This design comes from an exercise in tuning for small area on the open sky130 flow, not from production work.
In this exercise RTL edits were held to simulation tests only and were not proved equivalent to the original.
Power figures rest on the tool's default switching activity, not on a simulated workload.

==> run.sh <==
#!/bin/bash
# synth_recipe.tcl (not shown) runs the flow's synth.tcl, then flattens the netlist and writes it again
# the make line also repeats each setting of config.mk as NAME=value (left out here)
make -C /OpenROAD-flow-scripts/flow DESIGN_CONFIG=/design/flow/config.mk WORK_HOME=/design/flow/orfs CLKGATE_MAP_FILE= SYNTH_SCRIPT=/design/flow/synth_recipe.tcl finish
==> config.mk <==
export PLATFORM = sky130hd
export DESIGN_NAME = apb_slave
export DESIGN_NICKNAME = apb_slave
export VERILOG_FILES = /design/flow/design.v
export SDC_FILE = /design/flow/constraint.sdc
export NUM_CORES = 4
export LEC_CHECK = 0
export CAP_MARGIN = 20
export CORE_MARGIN = 2
export CORE_UTILIZATION = 40
export PLACE_DENSITY = 0.6
export SLEW_MARGIN = 20
==> constraint.sdc <==
create_clock -name core_clock -period 5.0 [get_ports {clk}]
set_input_delay 1.0000 -clock core_clock [delete_from_list [all_inputs] [get_ports {clk}]]
set_output_delay 1.0000 -clock core_clock [all_outputs]
set_load 0.01 [all_outputs]
==> design.v <==
module apb_slave #(parameter ADDRW = 32, DATAW = 32)
  (
  input 		   clk,
  input 		   rst_n,
  input [ADDRW-1:0] 	   paddr,
  input 		   pwrite,
  input 		   psel,
  input 		   penable,
  input [DATAW-1:0] 	   pwdata,
  output reg [DATAW-1:0] prdata
  );
  reg [DATAW-1:0]  reg1;
  reg [DATAW-1:0]  reg2;
  reg [DATAW-1:0]  reg3;
  reg [DATAW-1:0]  reg4;
  reg [DATAW-1:0]  reg5;
  reg [DATAW-1:0]  reg6;
  reg [DATAW-1:0]  reg7;
  reg [DATAW-1:0]  reg8;
  reg [DATAW-1:0]  reg9;
  reg [DATAW-1:0]  reg10;
  reg [1:0]   reg1_f1;  
  reg         reg1_f2;  
  reg         reg1_f3;  
  reg [27:0]  reg1_f4;
  reg [3:0]   reg2_f1;
  reg         reg2_f2;
  reg [26:0]  reg2_f3;
  reg [1:0]   reg3_f1;  
  reg [14:0]  reg3_f2;
  reg [14:0]  reg3_f3;
  reg [15:0]  reg4_f1;
  reg [15:0]  reg4_f2;
  reg [31:0]  reg5_f1;
  reg         reg6_f1;
  reg [2:0]   reg6_f2;
  reg [6:0]   reg6_f3;
  reg [12:0]  reg6_f4;
  reg [5:0]   reg6_f5;
  reg         reg7_f1;
  reg         reg7_f2;
  reg [29:0]  reg7_f3;
  reg [7:0]   reg8_f1;  
  reg [23:0]  reg8_f2;  
  reg [9:0]   reg9_f1;
  reg [9:0]   reg9_f2;
  reg [11:0]  reg9_f3;
  reg         reg10_f1;
  reg         reg10_f2;
  reg [29:0]  reg10_f3;
  reg [1:0] 		   apb_st;
  parameter logic [1:0]   SETUP = 0;
  parameter logic [1:0]   W_ENABLE = 1;
  parameter logic [1:0]   R_ENABLE = 2;
  always @(negedge rst_n or posedge clk) begin
    if (rst_n == 0) begin
      apb_st <= 0;
      prdata <= 0;
      reg1_f1 <= 2'b0;
      reg1_f2 <= 1'd1;
      reg1_f3 <= 1'd1;
      reg1_f4 <= 0;
      reg2_f1 <= 0;
      reg2_f2 <= 0;
      reg2_f3 <= 1'd1;
      reg3_f1 <= 1'd1;
      reg3_f2 <= 0;
      reg3_f3 <= 0;
      reg4_f1 <= 1'd1;
      reg4_f2 <= 16'd66;
      reg5_f1 <= 0;
      reg6_f1 <= 0;
      reg6_f2 <= 3'd2;
      reg6_f3 <= 7'd83;
      reg6_f4 <= 13'd3072;
      reg6_f5 <= 6'd36;
      reg7_f1 <= 0;
      reg7_f2 <= 1'd1;
      reg7_f3 <= 1'd1;
      reg8_f1 <= 0;
      reg8_f2 <= 0;
      reg9_f1 <= 0;
      reg9_f2 <= 0;
      reg9_f3 <= 0; 
      reg10_f1 <= 1'd1;
      reg10_f2 <= 1'd1;
      reg10_f3 <= 30'd32;
    end
    else begin
      case (apb_st)
      SETUP : begin
            prdata <= 0;
            if (psel && !penable) begin
              if (pwrite) begin
                apb_st <= W_ENABLE;
              end
              else begin
              apb_st <= R_ENABLE;
              end
            end
          end
      W_ENABLE : begin
            if (psel && penable && pwrite) begin
              case (paddr)
                32'h00000000:begin 
                  reg1_f4 <= pwdata[27:0];
                  reg1 <= {reg1_f1,reg1_f2,reg1_f3,reg1_f4};
                end 
                32'h00000004:begin
                  reg2_f1 <= pwdata[31:28];
                  reg2_f2 <= pwdata[27];
                  reg2_f3 <= pwdata[26:0];
                  reg2 <= {reg2_f1,reg2_f2,reg2_f3};
                end
                32'h00000008:begin 
                  reg3_f2 <= pwdata[29:15];
                  reg3_f3 <= pwdata[14:0];
                  reg3 <= {reg3_f1,reg3_f2,reg3_f3};
                end
                32'h0000000C:begin
                  reg4_f1 <= pwdata[31:16];
                  reg4_f2 <= pwdata[15:0];
                  reg4 <= {reg4_f1,reg4_f2};
                end
                32'h00000010:begin 
                  reg5_f1 <= pwdata;
                  reg5 <= reg5_f1;
                end
                32'h00000014:begin 
                  reg6_f1 <= pwdata[31];
                  reg6_f2 <= pwdata[28:26];
                  reg6_f3 <= pwdata[25:19];
                  reg6_f4 <= pwdata[18:6];
                  reg6_f5 <= pwdata[5:0];
                  reg6 <= {reg6_f1,2'b0,reg6_f2,reg6_f3,reg6_f4,reg6_f5};
                end
                32'h00000018:begin 
                  reg7_f1 <= pwdata[31];
                  reg7_f2 <= pwdata[30];
                  reg7_f3 <= pwdata[29:0];
                  reg7 <= {reg7_f1,reg7_f2,reg7_f3};
                end
                32'h0000001C:begin 
                  reg8_f1 <= pwdata[31:24];
                  reg8_f2 <= pwdata[23:0];
                  reg8 <= {reg8_f1,reg8_f2};
                end
                32'h00000020:begin 
                  reg9_f1 <= pwdata[31:22];
                  reg9_f2 <= pwdata[21:12];
                  reg9_f3 <= pwdata[11:0];
                  reg9 <= {reg9_f1,reg9_f2,reg9_f3};
                end
                32'h00000024:begin 
                  reg10_f1 <= pwdata[31];
                  reg10_f2 <= pwdata[30];
                  reg10_f3 <= pwdata[29:0];
                  reg10 <= {reg10_f1,reg10_f2,reg10_f3};
                end
              endcase
            end
            apb_st <= SETUP;
        end  
      R_ENABLE : begin
            if (psel && penable && !pwrite) begin
              case (paddr)
                32'h00000000:begin 
                  prdata[31:30] <= reg1_f1;
                  prdata[29]    <= reg1_f2;
                  prdata[28]    <= reg1_f3;
                  prdata[27:0]  <= reg1_f4;
                end
                32'h00000004:begin 
                  prdata[31:28] <= reg2_f1;
                  prdata[27]    <= reg2_f2;
                  prdata[26:0]  <= reg2_f3;
                end
                32'h00000008:begin 
                  prdata[31:30] <= reg3_f1;
                  prdata[29:15] <= reg3_f2;
                  prdata[14:0]  <= reg3_f3;
                end
                32'h0000000C:begin
                  prdata[31:16] <= reg4_f1;
                  prdata[15:0]  <= reg4_f2;
                end
                32'h00000010:begin 
                  prdata <= reg5_f1;
                end
                32'h00000014:begin 
                  prdata[31]    <= reg6_f1;
                  prdata[30:29] <= 2'b0;
                  prdata[28:26] <= reg6_f2;
                  prdata[25:19] <= reg6_f3;
                  prdata[18:6]  <= reg6_f4;
                  prdata[5:0]   <= reg6_f5;
                end
                32'h00000018:begin 
                  prdata[31]  <= reg7_f1;
                  prdata[30]  <= reg7_f2;
                  prdata[29:0]<= reg7_f3;
                end
                32'h00000020:begin 
                  prdata[31:22] <= reg9_f1;
                  prdata[21:12] <= reg9_f2;
                  prdata[11:0]  <= reg9_f3;
                end
                32'h00000024:begin 
                  prdata[31]  <= reg10_f1;
                  prdata[30]  <= reg10_f2;
                  prdata[29:0]<= reg10_f3;
                end
              endcase
            end
            apb_st <= SETUP;
          end
      endcase
    end
  end
endmodule
==> impl_summary.txt, run 1 <==
----------------------------------------------------
[Synthesis]
  Post-synthesis compound-gate area fraction ... 0.103
  Mux contribution to synthesized area ... 0.254
  Post-synthesis sequential area ratio ... 0.574
  Most common library cells after synthesis ... dfrtp_1, mux2_2, mux2_1
  Primary FF master, synth ... dfrtp_1
  Syn Std Cell Area ... 0.0137 sq mm
  Largest family of logic cells by synthesized area ... multiplexers
  Post-Synth Adder-Cell Area ... 0.00274
  Most repeated cell in the gate-level netlist after synthesis ... dfrtp_1
  Number of distinct standard cells referenced by the synthesized netlist ... 47
  Register bit total from synthesis ... 314
  Post-Syn Nets ... slightly above 1000
  Biggest area contributors in the synthesized netlist ... dfrtp_1, mux2_2, mux2_1, a22o_1, dfstp_2
  Share of Yosys cell area claimed by the top area cell type ... 0.540
  Yosys Warn Count ... 1
  Async set or reset register ratio after synthesis ... 1.00
  Area fraction in and, or, nand and nor cells after synthesis ... 0.0419
  Xor/xnor share of the synthesized area ... 0.000638
  Synth area leader ... dfrtp_1
  Post-Synthesis Cells ... 963
  Count of flip-flops with a built-in enable after synthesis ... 0
  Mean instance size in the synthesized netlist ... roughly 14 sq um

[Floorplanning]
  DIE AREA ... 0.0358 sq mm
  Total number of placement rows ... 67
  Standard cell core area ... 0.0336 sq mm
  Chip Height ... 189 microns
  Initial core utilization ... 0.408
  Top-level I/O count ... 101
  Overall die width ... 189 microns

[Clocking]
  Post-CTS Setup Inserts ... 0
  Level count of the clock H-tree ... 2
  Skew-Pair Late Insertion Delay ... between 0.5 and 0.6 ns
  Hold bufs inserted after CTS ... 0
  Number of sinks handled by clock tree synthesis ... 314
  Post-cts gate resize count ... 0
  TritonCTS clock tree ... built
  Root buffer selected by CTS ... clkbuf_16
  Clock Tree Buf Depth ... 3
  Clock-pin slew of the registers on the worst-case setup and hold paths ... 0.06 ns
  TritonCTS Buffers ... 35

[Critical path]
  Kind of end point of the critical path ... flip-flop
  Arrival time worst endpoint ... 4.03 ns
  Maximum cell stage delay along the critical path ... 0.67 ns
  Type of the setup path with the least slack ... in2reg
  Depth of the most critical reg-to-reg path ... 6
  Slowest stage cell, crit path ... nor4_2
  Top fanout value on the critical path ... 16
  Setup crit start ... paddr[4]
  Kind of launch point of the worst setup path ... input pin
  Critical R2R Launch ... apb_st[1]
  Crit path buffers/inverters ... 2
  Cell chain of the critical path ... clkdlybuf4s50_1 > nor4_2 > nand3_1 > nor2_1 > nand3_2 > buf_4 > mux2_2
  Critical path's top delay family ... simple AND/OR/NAND/NOR gates
  Endpoint of the worst register-to-register path ... reg9_f2[1]
  Setup slack, reg-to-reg ... 2.46 ns
  WP data required ... roughly 5.4 ns

[Routing]
  First DRT Iteration DRCs ... roughly 650
  DR vias/cell ... 5.72
  Final wirelength ... 34400 microns
  Per-cell routed wire length ... 22.4 microns
  Antenna Nets Post-Route ... 0
  Drt first pass iters ... 5
  Total via count after detailed routing ... 8796
  DRC violations left ... 0

[GRT]
  GRT met3 Usage ... 0.0291
  Most utilized layer in the global route result ... met2
  Wire length of the first global-routing pass ... 54600 microns
  Initial antenna violation count ... 0
  Met1 global-route usage ... 0.287
  Met2 usage ... 0.307
  Vias in the first global route ... 9140
  Largest net degree at the start of global routing ... around 110
  Congestion Overflow GR ... 0
  Overall track demand over capacity in global routing ... 0.196

[Placed design]
  Instance area at placement ... roughly 0.015 sq mm
  RD Place Congestion ... ~0.75
  Buffers added on ports ... 100
  Dpl hpwl ... 21000 microns
  Placed Instances ... about 1500

[Worst hold path]
  Cell depth of the worst min-delay path ... 1
  Worst Hold Class ... reg2reg
  Hold Crit Endpoint ... reg7_f3[23]
  Min-delay src ... reg7_f3[23]

[Layout]
  Area Overhead vs Synth ... 19.9%
  Fin area ... 0.0165 sq mm
  Final cell count without fillers ... 1537
  Final Core Density ... 0.489
  Fraction of final layout cells sized beyond drive strength 1 ... 0.262
  Total Nets Final ... 1135
  Inserted Diodes ... 0
  Filler cell count ... about 3000

[STA]
  Number of max-slew violations in the final report ... 0
  Normalized max-slew margin ... 0.384
  Final cycle utilization of the critical path ... 0.729
  Setup-failing EPs final ... 0
  Worst slew pin tran ... 0.924 ns
  Total Negative Setup Slacks ... 0 ns
  Setup repair after global routing missed its margin ... false
  Minimum clock period after layout ... 3.64 ns
  Max Clk Rate ... approximately 270 MHz
  Post-Route Skew ... 0.0123 ns
  Final-report hold violation count ... 0

[Power]
  Cell Pwr Density ... roughly 320 mW/mm^2
  Static leakage ... about 8 nW
  Worst IR drop on VDD ... 0.000182 V

[Flow run]
  Max Cap Viol ... 0

[Status]
  Result of the run ... complete, no violations

----------------------------------------------------
-- placed cells by master (no fill, tap or decap), types with 2 or more instances in the layout --
master	count
clkdlybuf4s50_1	98
nand4_1	6
nor4_1	5
clkbuf_16	36
nand3_2	5
inv_1	6
mux2_2	163
nor2b_1	2
nand2_1	7
nor2_1	3
clkinv_2	2
clkbuf_1	15
buf_12	3
nor4_4	4
mux2_1	146
nor3_4	2
a21o_1	2
a32oi_1	3
nand3b_1	3
ha_1	3
dfrtp_1	296
nor4_2	2
clkbuf_8	6
a22oi_1	63
a222oi_1	28
nor3_1	5
a22o_1	62
nand2b_1	2
nand3_1	33
dfstp_2	18
buf_4	30
-- sequential cells by signal, indices dropped and copies added (netlist names), 12 cells and up --
name,cells
reg5_f1,32
reg4_f1,16
reg7_f3,30
reg10_f3,30
reg6_f4,13
reg4_f2,16
reg3_f2,15
reg3_f3,15
reg2_f3,27
reg9_f3,12
prdata,32
reg1_f4,28
-- layer usage --
| metal | share of wire | wire length, microns | vias to the layer above |
|---|---|---|---|
| li1 | - | - | 3896 |
| met1 | 0.49 | 16700 | 4632 |
| met2 | 0.45 | 15400 | 222 |
| met3 | 0.048 | 1660 | 46 |
| met4 | 0.017 | 597 | 0 |
| met5 | 0 | 0 | - |
-- power by group --
| group | switching [W] | internal, W |
|---|---|---|
| clock network | 0.00102 | 0.00143 |
| registers | 0.00000338 | 0.00255 |
| logic | 0.000220 | 0.0000913 |
-- cell type report --
| class | instances | area (sq um) | area share |
|---|---|---|---|
| Tap cell | 448 | 561 | 0.0341 |
| Timing Repair Buffer | 133 | 1290 | 0.0782 |
| Multi-Input combinational cell | 573 | 5610 | 0.341 |
| Clock buffer | 57 | 1040 | 0.0632 |
| Inverter | 6 | 22.5 | 0.00137 |
| Clock inverter | 6 | 53.8 | 0.00327 |
| Sequential cell | 314 | 7880 | 0.479 |
-- worst register-to-register path: cells and delay by family (launching register included) --
kind | cells | cell delay, ns
multiplexers | 1 | 0.38
AND/OR/NAND/NOR | 2 | 0.95
flip-flops | 1 | 0.38
buffers and inverters | 2 | 0.55
adder cells (fa/ha/maj) | 1 | 0.15
-- per-stage QoR --
| step | hold slack, ns | total power [W] | worst slack [ns] |
|---|---|---|---|
| after floorplan | 0.452 | 0.00270 | 1.96 |
| after global placement | 0.463 | 0.00291 | 0.896 |
| after detailed placement | 0.475 | 0.00292 | 0.879 |
| after CTS | 0.488 | 0.00538 | 1.43 |
| after global routing | 0.498 | 0.00553 | 1.20 |
| final | 0.482 | 0.00531 | 1.36 |
-- how the worst max path moves through the flow --
stage / endpoint / slack [ns] / depth (start not counted)
floorplan: reg9_f1[0] / 1.96 / 8
global placement: reg3_f2[2] / 0.90 / 7
detailed placement: reg3_f2[2] / 0.88 / 7
CTS: reg3_f2[2] / 1.43 / 7
global route: reg3_f2[3] / 1.20 / 7
finish: reg3_f2[2] / 1.36 / 7
-- logic make-up (layout without fill, tap and decap cells) --
group	after synthesis	after routing
AND/OR/NAND/NOR	92	92
flip-flops	314	314
XOR/XNOR	1	1
AO/OA/AOI/OAI	168	168
buffers and inverters	76	202
adder cells (fa/ha/maj)	3	3
multiplexers	309	309
==> inputs of run 2 (changes only) <==
==> design.v (replaced) <==
module apb_slave #(parameter ADDRW = 32, DATAW = 32)
  (
  input                    clk,
  input                    rst_n,
  input [ADDRW-1:0]        paddr,
  input                    pwrite,
  input                    psel,
  input                    penable,
  input [DATAW-1:0]        pwdata,
  output reg [DATAW-1:0]   prdata
  );
  reg        w_st;
  reg        r_st;
  reg  [3:0] rsel;
  reg        wr0, wr1, wr2, wr3, wr4, wr5, wr6, wr8, wr9;
  reg [27:0] d0;    
  reg [31:0] d1;    
  reg [29:0] d2;    
  reg [31:0] d3;    
  reg [31:0] d4;    
  reg [29:0] d5;    
  reg [31:0] d6;    
  reg [31:0] d8;    
  reg [31:0] d9;    
  wire setup    = !w_st && !r_st;
  wire addr_ok  = (paddr[31:6] == 26'd0) && (paddr[1:0] == 2'd0);
  wire [3:0] ix = paddr[5:2];
  wire wcond    = w_st && psel && penable && pwrite && addr_ok;
  wire rcond    = r_st && psel && penable && !pwrite && addr_ok &&
                  !(ix[3] && (ix[2] || ix[1]));
  always @(negedge rst_n or posedge clk) begin
    if (!rst_n) begin
      w_st <= 1'b0;
      r_st <= 1'b0;
      rsel <= 4'd7;
      wr0 <= 1'b0; wr1 <= 1'b0; wr2 <= 1'b0; wr3 <= 1'b0; wr4 <= 1'b0;
      wr5 <= 1'b0; wr6 <= 1'b0; wr8 <= 1'b0; wr9 <= 1'b0;
    end else begin
      w_st <= setup && psel && !penable && pwrite;
      r_st <= setup && psel && !penable && !pwrite;
      rsel <= rcond ? ix : 4'd7;
      if (wcond) begin
        case (ix)
          4'd0: wr0 <= 1'b1;
          4'd1: wr1 <= 1'b1;
          4'd2: wr2 <= 1'b1;
          4'd3: wr3 <= 1'b1;
          4'd4: wr4 <= 1'b1;
          4'd5: wr5 <= 1'b1;
          4'd6: wr6 <= 1'b1;
          4'd8: wr8 <= 1'b1;
          4'd9: wr9 <= 1'b1;
          default: ;
        endcase
      end
    end
  end
  always @(posedge clk) begin
    if (wcond) begin
      case (ix)
        4'd0: d0 <= pwdata[27:0];
        4'd1: d1 <= pwdata;
        4'd2: d2 <= pwdata[29:0];
        4'd3: d3 <= pwdata;
        4'd4: d4 <= pwdata;
        4'd5: d5 <= {pwdata[31], pwdata[28:0]};
        4'd6: d6 <= pwdata;
        4'd8: d8 <= pwdata;
        4'd9: d9 <= pwdata;
        default: ;
      endcase
    end
  end
  wire s0 = !rsel[3] && rsel[2:0] == 3'd0;
  wire s1 = !rsel[3] && rsel[2:0] == 3'd1;
  wire s2 = !rsel[3] && rsel[2:0] == 3'd2;
  wire s3 = !rsel[3] && rsel[2:0] == 3'd3;
  wire s4 = !rsel[3] && rsel[2:0] == 3'd4;
  wire s5 = !rsel[3] && rsel[2:0] == 3'd5;
  wire s6 = !rsel[3] && rsel[2:0] == 3'd6;
  wire s8 = rsel[3] && !rsel[0];
  wire s9 = rsel[3] && rsel[0];
  wire [31:0] v0 = {2'b00, 2'b11, wr0 ? d0 : 28'd0};
  wire [31:0] v1 = wr1 ? d1 : 32'h0000_0001;
  wire [31:0] v2 = {2'b01, wr2 ? d2 : 30'd0};
  wire [31:0] v3 = wr3 ? d3 : {16'd1, 16'd66};
  wire [31:0] v4 = wr4 ? d4 : 32'd0;
  wire [29:0] r5 = {1'b0, 3'd2, 7'd83, 13'd3072, 6'd36};
  wire [29:0] u5 = wr5 ? d5 : r5;
  wire [31:0] v5 = {u5[29], 2'b00, u5[28:0]};
  wire [31:0] v6 = wr6 ? d6 : {1'b0, 1'b1, 30'd1};
  wire [31:0] v8 = wr8 ? d8 : 32'd0;
  wire [31:0] v9 = wr9 ? d9 : {1'b1, 1'b1, 30'd32};
  always @(*) begin
    prdata = ({32{s0}} & v0) | ({32{s1}} & v1) | ({32{s2}} & v2) |
             ({32{s3}} & v3) | ({32{s4}} & v4) | ({32{s5}} & v5) |
             ({32{s6}} & v6) | ({32{s8}} & v8) | ({32{s9}} & v9);
  end
endmodule
==> impl_summary.txt, run 2 <==
----------------------------------------------------
[Critical path]
  Setup crit start ... rsel[3]
  Number of logic stages on the critical path including buffering ... 6 (-1)
  Arrival time worst endpoint ... 3.66 ns (-0.37 ns)
  Kind of end point of the critical path ... primary output
  Cell chain of the critical path ... buf_4 > and4bb_2 > and3_1 > a2111oi_0 > nand3_1 > clkdlybuf4s50_1
  Crit path buffers/inverters ... 2 (unchanged)
  Timing endpoint of the critical path ... prdata[28]
  WP data required ... 4.00 ns (-1.39 ns)
  Slowest stage cell, crit path ... dfrtp_1
  Endpoint of the worst register-to-register path ... d0[8]
  Depth of the most critical reg-to-reg path ... 4 (-2)
  Critical R2R Launch ... w_st
  Type of the setup path with the least slack ... reg2out
  Kind of launch point of the worst setup path ... flip-flop
  Maximum cell stage delay along the critical path ... 0.78 ns (+0.11 ns)
  Critical path's top delay family ... buffers and inverters
  Setup slack, reg-to-reg ... 2.70 ns (+0.24 ns)
  Top fanout value on the critical path ... 28 (+12)

[Power]
  Fraction of power consumed by the clock network ... 0.447 (-0.014)
  Static leakage ... 4.54 nW (-43%)
  Sequential fraction of design power ... 0.534 (+0.054)
  Fraction of power spent switching nets ... 0.187 (-0.0465)
  Net Switching ... 0.000949 W (-24%)
  Share of total power in combinational logic ... 0.018 (-0.041)
  Internal power ... 0.00411 W (+1.0%)
  Cell Pwr Density ... 369 mW/mm^2 (+14%)
  Worst IR drop on VDD ... 0.000245 V (+34%)
  Final total power ... 0.00506 W (-4.8%)

[Clocking]
  Number of sinks handled by clock tree synthesis ... 295 (-6.1%)
  Post-CTS Setup Inserts ... 0 (unchanged)
  Hold bufs inserted after CTS ... 0 (unchanged)
  Post-cts gate resize count ... 0 (unchanged)
  Clock-pin slew of the registers on the worst-case setup and hold paths ... 0.06 ns (about the same)
  Level count of the clock H-tree ... 1 (-1)
  Clock Tree Buf Depth ... 3 (unchanged)
  Skew-Pair Late Insertion Delay ... 0.56 ns (+0.05 ns)
  TritonCTS clock tree ... built
  Root buffer selected by CTS ... clkbuf_16
  TritonCTS Buffers ... 30 (-14%)

[Placed design]
  Worst slack after detailed placement ... 0.913 ns (+0.0332 ns)
  RD Place Congestion ... 0.761 (+1.7%)
  Buffers added on ports ... 100 (unchanged)
  Dpl hpwl ... 15700 microns (-25%)

[GRT]
  Largest net degree at the start of global routing ... 33 (-71%)
  Vias in the first global route ... 6762 (-26%)
  Initial antenna violation count ... 0 (unchanged)
  Congestion Overflow GR ... 0 (unchanged)
  Overall track demand over capacity in global routing ... 0.188 (-0.00793)
  Wire length of the first global-routing pass ... 40900 microns (-25%)

[Synthesis]
  Most common library cells after synthesis ... edfxtp_1, a22oi_1, and3_1
  Async set or reset register ratio after synthesis ... 0.0508 (-0.949)
  Number of distinct standard cells referenced by the synthesized netlist ... 46 (-2.1%)
  Mean instance size in the synthesized netlist ... 17.5 sq um (+23%)
  Yosys Warn Count ... 1 (unchanged)
  Share of Yosys cell area claimed by the top area cell type ... 0.752 (+0.212)
  Count of flip-flops with a built-in enable after synthesis ... 280 (+280)
  Register bit total from synthesis ... 295 (-6.1%)
  Post-Synthesis Cells ... 640 (-34%)
  Post-Syn Nets ... 709 (-31%)
  Synth area leader ... edfxtp_1
  Most repeated cell in the gate-level netlist after synthesis ... edfxtp_1
  Post-synthesis sequential area ratio ... 0.786 (+0.212)
  Primary FF master, synth ... edfxtp_1
  Syn Std Cell Area ... 0.0112 sq mm (-19%)
  Biggest area contributors in the synthesized netlist ... edfxtp_1, a22oi_1, dfrtp_1, a22o_1, and3_1

[STA]
  Normalized max-slew margin ... 0.361 (-0.0229)
  Final-report hold violation count ... 0 (unchanged)
  Number of max-slew violations in the final report ... 0 (unchanged)
  Total Negative Setup Slacks ... 0 ns (unchanged)
  Final cycle utilization of the critical path ... 0.933 (+0.204)
  Worst slew pin tran ... 0.955 ns (+0.0308 ns)
  Setup-failing EPs final ... 0 (unchanged)
  Max Clk Rate ... 214 MHz (-22%)
  Minimum clock period after layout ... 4.66 ns (+1.02 ns)
  Slack of the critical path ... 0.337 ns (-1.02 ns)
  Post-Route Skew ... 0.0157 ns (+0.00340 ns)
  Setup repair after global routing missed its margin ... false

[Floorplanning]
  Total number of placement rows ... 61 (-9.0%)
  DIE AREA ... 0.0293 sq mm (-18%)
  Chip Height ... 171 microns (-9.5%)
  Overall die width ... 171 microns (-9.5%)
  Standard cell core area ... 0.0276 sq mm (-18%)
  Initial core utilization ... 0.405 (-0.00346)
  Top-level I/O count ... 101 (unchanged)

[Layout]
  Inserted Diodes ... 0 (unchanged)
  Fraction of final layout cells sized beyond drive strength 1 ... 0.110 (-0.152)
  Commonest non-fill, non-tap cell in the layout ... edfxtp_1
  Area Overhead vs Synth ... 22.8%
  Total Nets Final ... 830 (-27%)
  Final Core Density ... 0.497 (+0.00744)
  Most frequent cells in the layout ... edfxtp_1, clkdlybuf4s50_1, a22oi_1

[Routing]
  Drt first pass iters ... 5 (unchanged)
  First DRT Iteration DRCs ... 637 (-2.2%)
  DR vias/cell ... 5.78 (+0.96%)
  Antenna Nets Post-Route ... 0 (unchanged)
  DRC violations left ... 0 (unchanged)
  Per-cell routed wire length ... 24.1 microns (+7.4%)
  Final wirelength ... 28000 microns (-19%)
  Total via count after detailed routing ... 6714 (-24%)

[Flow run]
  Max Cap Viol ... 0 (unchanged)

[Worst hold path]
  Worst Hold Class ... reg2reg

[Status]
  Result of the run ... complete, no violations

----------------------------------------------------
==> run 2: cells by family (layout without fill, tap and decap cells) <==
logic type,after synthesis,after routing,synth area share
AO/OA/AOI/OAI,153,153,0.111
buffers and inverters,39,183,0.0152
flip-flops,295,295,0.786
AND/OR/NAND/NOR,153,153,0.0874
==> run 2: area by class of cell <==
cell class              instances  area [sq um]
fillers                      2328         13900
flip-flops and latches        295          8790
multi-input cells             306          2230
repair buffers                127          1220
clock buffers                  35           769
well taps                     378           473
clock inverters                20           241
inverters                       1          3.75
==> run 2: worst min-delay path by stage <==
stage | startpoint | end | cells past startpoint
final | r_st | r_st | 1
after global routing | r_st | r_st | 1
after CTS | r_st | r_st | 1
after detailed placement | r_st | r_st | 1
after global placement | r_st | r_st | 1
after floorplan | r_st | r_st | 1
==> run 2: stage by stage <==
stage                     cells  hold WS [ns]  instance area [sq um]
after detailed placement   1107         0.446                  12700
after global routing       1162         0.495                  13700
after global placement     1106         0.439                  12700
after CTS                  1162         0.455                  13700
final                      1162         0.455                  13700
after floorplan             640         0.423                  11200
==> run 2: worst reg2reg max path: cells and delay by family, from the launching register on <==
kind                   cells  cell delay (ns)
and+or+nand+nor            3             1.11
buffers and inverters      1             0.47
DFF                        1             0.34
==> run 2: routing by layer <==
metal	wire length [microns]	GRT usage	up-vias	part of all wire
met5	0	0	-	0
met4	553	0.0567	0	0.020
met3	1740	0.0244	52	0.062
met2	13300	0.304	254	0.47
met1	12400	0.267	3470	0.44
li1	-	-	2938	-
==> run 2: power groups by stage <==
stage | Clock, W | Sequential (W) | Combinational [W]
6_report | 0.00226 | 0.00270 | 0.0000935
2_1_floorplan | 0 | 0.00276 | 0.00000686
3_3_place_gp | 0 | 0.00276 | 0.0000892
5_1_grt | 0.00240 | 0.00270 | 0.000101
4_1_cts | 0.00230 | 0.00270 | 0.0000936
3_5_place_dp | 0 | 0.00276 | 0.0000931

## what the ideal ports hide
The flow's constraints put no driver on any port. The routed layouts listed below were extracted and timed again, unchanged, in two steps.
Step 1: set_driving_cell puts a clkbuf_16 on clk and a buf_2 on each other input, an assumption about the parent block.
Step 2 adds t to the input delays and takes it off the output delays; t is the mean of the earliest and latest rising clock arrival at the registers after step 1. Input paths then give back, and output paths get back, about the clock's delay inside the block.
a / b / c = ideal / step 1 / step 2; a / b = the first two.
| run | t (ns) | setup WS [ns] | hold WS [ns] | latest minus earliest clock arrival (ns) | worst register clock-pin slew, ns |
|---|---|---|---|---|---|
| run 1 | 0.554 | 1.357 / 1.374 / 0.820 | 0.482 / 0.482 / 0.482 | 0.016 / 0.015 | 0.06 / 0.06 |
| run 2 | 0.593 | 0.337 / 0.291 / 0.884 | 0.455 / 0.455 / 0.455 | 0.019 / 0.019 | 0.06 / 0.06 |
After both steps setup and hold are still met in every run listed. The setup slack of run 1, which loses most, moves by +0.017 ns with the drivers and by -0.537 ns with both steps.
